This is an optimization exercise on Yosys and OpenROAD, whose aim is small area, a short achievable clock period and few clock cycles, not a production implementation.
At most, simulation tests tie the RTL to the original design; equivalence was not proved.
Power figures rest on the tool's default switching activity, not on a simulated workload.

==> flow/design.v (excerpt) <==
module ME(
    input clk,
    input rst_n,
    input block_valid,
    input area_valid,
    input [7:0] in_data,
    output logic out_valid,
    output logic signed [2:0] out_vector
);
Size: ~2,000 cells after synthesis.
==> module ME, before the edit <==
module ME(
    input clk,
    input rst_n,
    input block_valid,
    input area_valid,
    input [7:0] in_data,
    output logic out_valid,
    output logic signed [2:0] out_vector
);
logic [7:0] nblk [0:15];
always_ff @(posedge clk)
    if (block_valid) begin
        for (int k = 0; k < 15; k++) nblk[k] <= nblk[k+1];
        nblk[15] <= ~in_data;
    end
logic [7:0] pix [0:11];
always_ff @(posedge clk) begin
    pix[0] <= in_data;
    for (int d = 1; d < 12; d++) pix[d] <= pix[d-1];
end
function automatic [7:0] pixd(input integer i);
    pixd = i == 0 ? pix[11] : i == 1 ? pix[7] : i == 2 ? pix[3] : in_data;
endfunction
logic [7:0] adv [0:15];
logic       adc [0:15];
always_ff @(posedge clk)
    for (int k = 0; k < 16; k++)
        {adc[k], adv[k]} <= {1'b0, pixd(k/4)} + {1'b0, nblk[k]};
logic [5:0] pd0 [0:14];
logic [5:0] pd1 [0:14];
logic       kc1 [0:14];
function automatic [5:0] topmask(input integer s);
    integer m, k;
    m = (255 * (s + 1)) >> 6;
    k = 0;
    while (k < m) k = 2 * k + 1;
    topmask = k;
endfunction
always_ff @(posedge clk)
    for (int s = 0; s < 15; s++) begin
        logic [11:0] t;
        logic [6:0] q0;
        logic [6:0] q1;
        t = {4'd0, adv[s] ^ {8{~adc[s]}}};
        q0 = {1'b0, (s == 0 ? 6'd0 : pd0[s-1])} + {1'b0, t[5:0]} + {6'd0, adc[s]};
        q1 = {1'b0, (s == 0 ? 6'd0 : pd1[s-1])} + {1'b0, t[11:6]} + {6'd0, (s == 0 ? 1'b0 : kc1[s-1])};
        pd0[s] <= q0[5:0];
        kc1[s] <= q0[6];
        pd1[s] <= q1[5:0] & topmask(s);
    end
logic [11:0] sad;
always_ff @(posedge clk)
    sad <= {pd1[14], pd0[14]} + ({11'd0, kc1[14]} << 6)
           + {4'd0, adv[15] ^ {8{~adc[15]}}} + {11'd0, adc[15]};
logic [5:0] idx;
logic v1, v2;
always_ff @(posedge clk, negedge rst_n)
    if (!rst_n) begin
        v1 <= 1'b0;
        v2 <= 1'b0;
    end else begin
        v1 <= area_valid;
        v2 <= v1;
    end
always_ff @(posedge clk)
    idx <= block_valid ? 6'd0 : idx + {5'd0, v2};
wire win_ok = v2 && idx[5:3] >= 3'd3 && idx[2:0] >= 3'd3;
wire first  = idx == 6'd27;
logic [11:0] nmin;    
wire better = first || sad < ~nmin;
logic [2:0] min_x, min_y;
wire [2:0] cur_x = idx[2:0] - 3'd5;    
wire [2:0] cur_y = 3'd5 - idx[5:3];    
always_ff @(posedge clk)
    if (win_ok && better) begin
        nmin    <= ~sad;
        min_x   <= cur_x;
        min_y   <= cur_y;
    end
wire last = v2 && idx == 6'd63;
logic second;
always_ff @(posedge clk, negedge rst_n)
    if (!rst_n) begin
        out_valid  <= 1'b0;
        second     <= 1'b0;
        out_vector <= 3'd0;
    end else begin
        second    <= last;
        out_valid <= last || second;
        if (last)
            out_vector <= better ? cur_x : min_x;
        else if (second)
            out_vector <= min_y;
        else
            out_vector <= 3'd0;
    end
endmodule
clock: 5.5 ns
lec_check: 0
abc_clock_period_in_ps: 2200
cap_margin: 20
core_margin: 2
core_utilization: 60
cts_cluster_diameter: 100
cts_cluster_size: 30
setup_slack_margin: 3.3
slew_margin: 20
tns_end_percent: 100
run.sh (not shown) runs the stock make flow with config.mk's settings and CLKGATE_MAP_FILE= SYNTH_SCRIPT=/design/flow/synth_recipe.tcl, a recipe that flattens the netlist after the stock synthesis.
Then changed:
--- a/flow/design.v
+++ b/flow/design.v
@@ -23,37 +23,52 @@
 endfunction
 logic [7:0] adv [0:15];
 logic       adc [0:15];
 always_ff @(posedge clk)
     for (int k = 0; k < 16; k++)
         {adc[k], adv[k]} <= {1'b0, pixd(k/4)} + {1'b0, nblk[k]};
-logic [5:0] pd0 [0:14];
-logic [5:0] pd1 [0:14];
+logic [3:0] pd0 [0:14];
+logic [3:0] pd1 [0:14];
+logic [3:0] pd2 [0:14];
 logic       kc1 [0:14];
-function automatic [5:0] topmask(input integer s);
+logic       kc2 [0:14];
+function automatic [3:0] topmask(input integer s);
     integer m, k;
-    m = (255 * (s + 1)) >> 6;
+    m = (255 * (s + 1)) >> 8;
     k = 0;
     while (k < m) k = 2 * k + 1;
     topmask = k;
 endfunction
+function automatic [4:0] radd4(input [3:0] a, input [3:0] b, input ci);
+    logic c;
+    c = ci;
+    for (int i = 0; i < 4; i++) begin
+        radd4[i] = a[i] ^ b[i] ^ c;
+        c = (a[i] & b[i]) | (c & (a[i] ^ b[i]));
+    end
+    radd4[4] = c;
+endfunction
 always_ff @(posedge clk)
     for (int s = 0; s < 15; s++) begin
         logic [11:0] t;
-        logic [6:0] q0;
-        logic [6:0] q1;
+        logic [4:0] q0;
+        logic [4:0] q1;
+        logic [4:0] q2;
         t = {4'd0, adv[s] ^ {8{~adc[s]}}};
-        q0 = {1'b0, (s == 0 ? 6'd0 : pd0[s-1])} + {1'b0, t[5:0]} + {6'd0, adc[s]};
-        q1 = {1'b0, (s == 0 ? 6'd0 : pd1[s-1])} + {1'b0, t[11:6]} + {6'd0, (s == 0 ? 1'b0 : kc1[s-1])};
-        pd0[s] <= q0[5:0];
-        kc1[s] <= q0[6];
-        pd1[s] <= q1[5:0] & topmask(s);
+        q0 = radd4((s == 0 ? 4'd0 : pd0[s-1]), t[3:0], adc[s]);
+        q1 = radd4((s == 0 ? 4'd0 : pd1[s-1]), t[7:4], (s == 0 ? 1'b0 : kc1[s-1]));
+        q2 = radd4((s == 0 ? 4'd0 : pd2[s-1]), t[11:8], (s == 0 ? 1'b0 : kc2[s-1]));
+        pd0[s] <= q0[3:0];
+        kc1[s] <= q0[4];
+        pd1[s] <= q1[3:0];
+        kc2[s] <= q1[4];
+        pd2[s] <= q2[3:0] & topmask(s);
     end
 logic [11:0] sad;
 always_ff @(posedge clk)
-    sad <= {pd1[14], pd0[14]} + ({11'd0, kc1[14]} << 6)
+    sad <= {pd2[14], pd1[14], pd0[14]} + ({11'd0, kc1[14]} << 4) + ({11'd0, kc2[14]} << 8)
            + {4'd0, adv[15] ^ {8{~adc[15]}}} + {11'd0, adc[15]};
 logic [5:0] idx;
 logic v1, v2;
 always_ff @(posedge clk, negedge rst_n)
     if (!rst_n) begin
         v1 <= 1'b0;
What happened: The changed run passed the timing, design-rule and antenna checks. Synthesized cell count shrinks by roughly a tenth. Wire length shrinks by a little under a tenth. Design area shrinks slightly. Count of clock-buffer cells in the layout grows by 3. Fmax shrinks slightly. Clock power grows by a few percent. Power shrinks by a few percent.
Testbench counts after the change, summed over its fixed seeds: cycles 43,008.
No functional check of the RTL was part of the first run of this note.

separate check: timing with driven ports:
The flow's constraints put no driver on any port. The routed layouts listed below were extracted and timed again, unchanged, in two steps. Step 1, drivers: a clkbuf_16 drives clk and a buf_2 each remaining input, both assumed. Step 2 times the ports against the registers' clock, not the clock port: input delays grow and output delays shrink by t, the midpoint of the rising clock arrivals with the driver on. Three values: no drivers, after step 1, after step 2; two values: the first two.
run	shift t [ns]	slack for setup (ns)	worst setup path after step 2	slew at the worst register clock pin (ns)	cell pins on the clock port's net
the first run	0.624	3.280 / 3.254 / 2.780	input to register	0.12 / 0.12	1
the second run	0.607	3.236 / 3.236 / 2.797	input to register	0.11 / 0.11	1
After both steps every run listed still meets setup and hold. The setup slack of the first run, which loses most, moves by -0.026 ns with the drivers and by -0.500 ns with both steps.
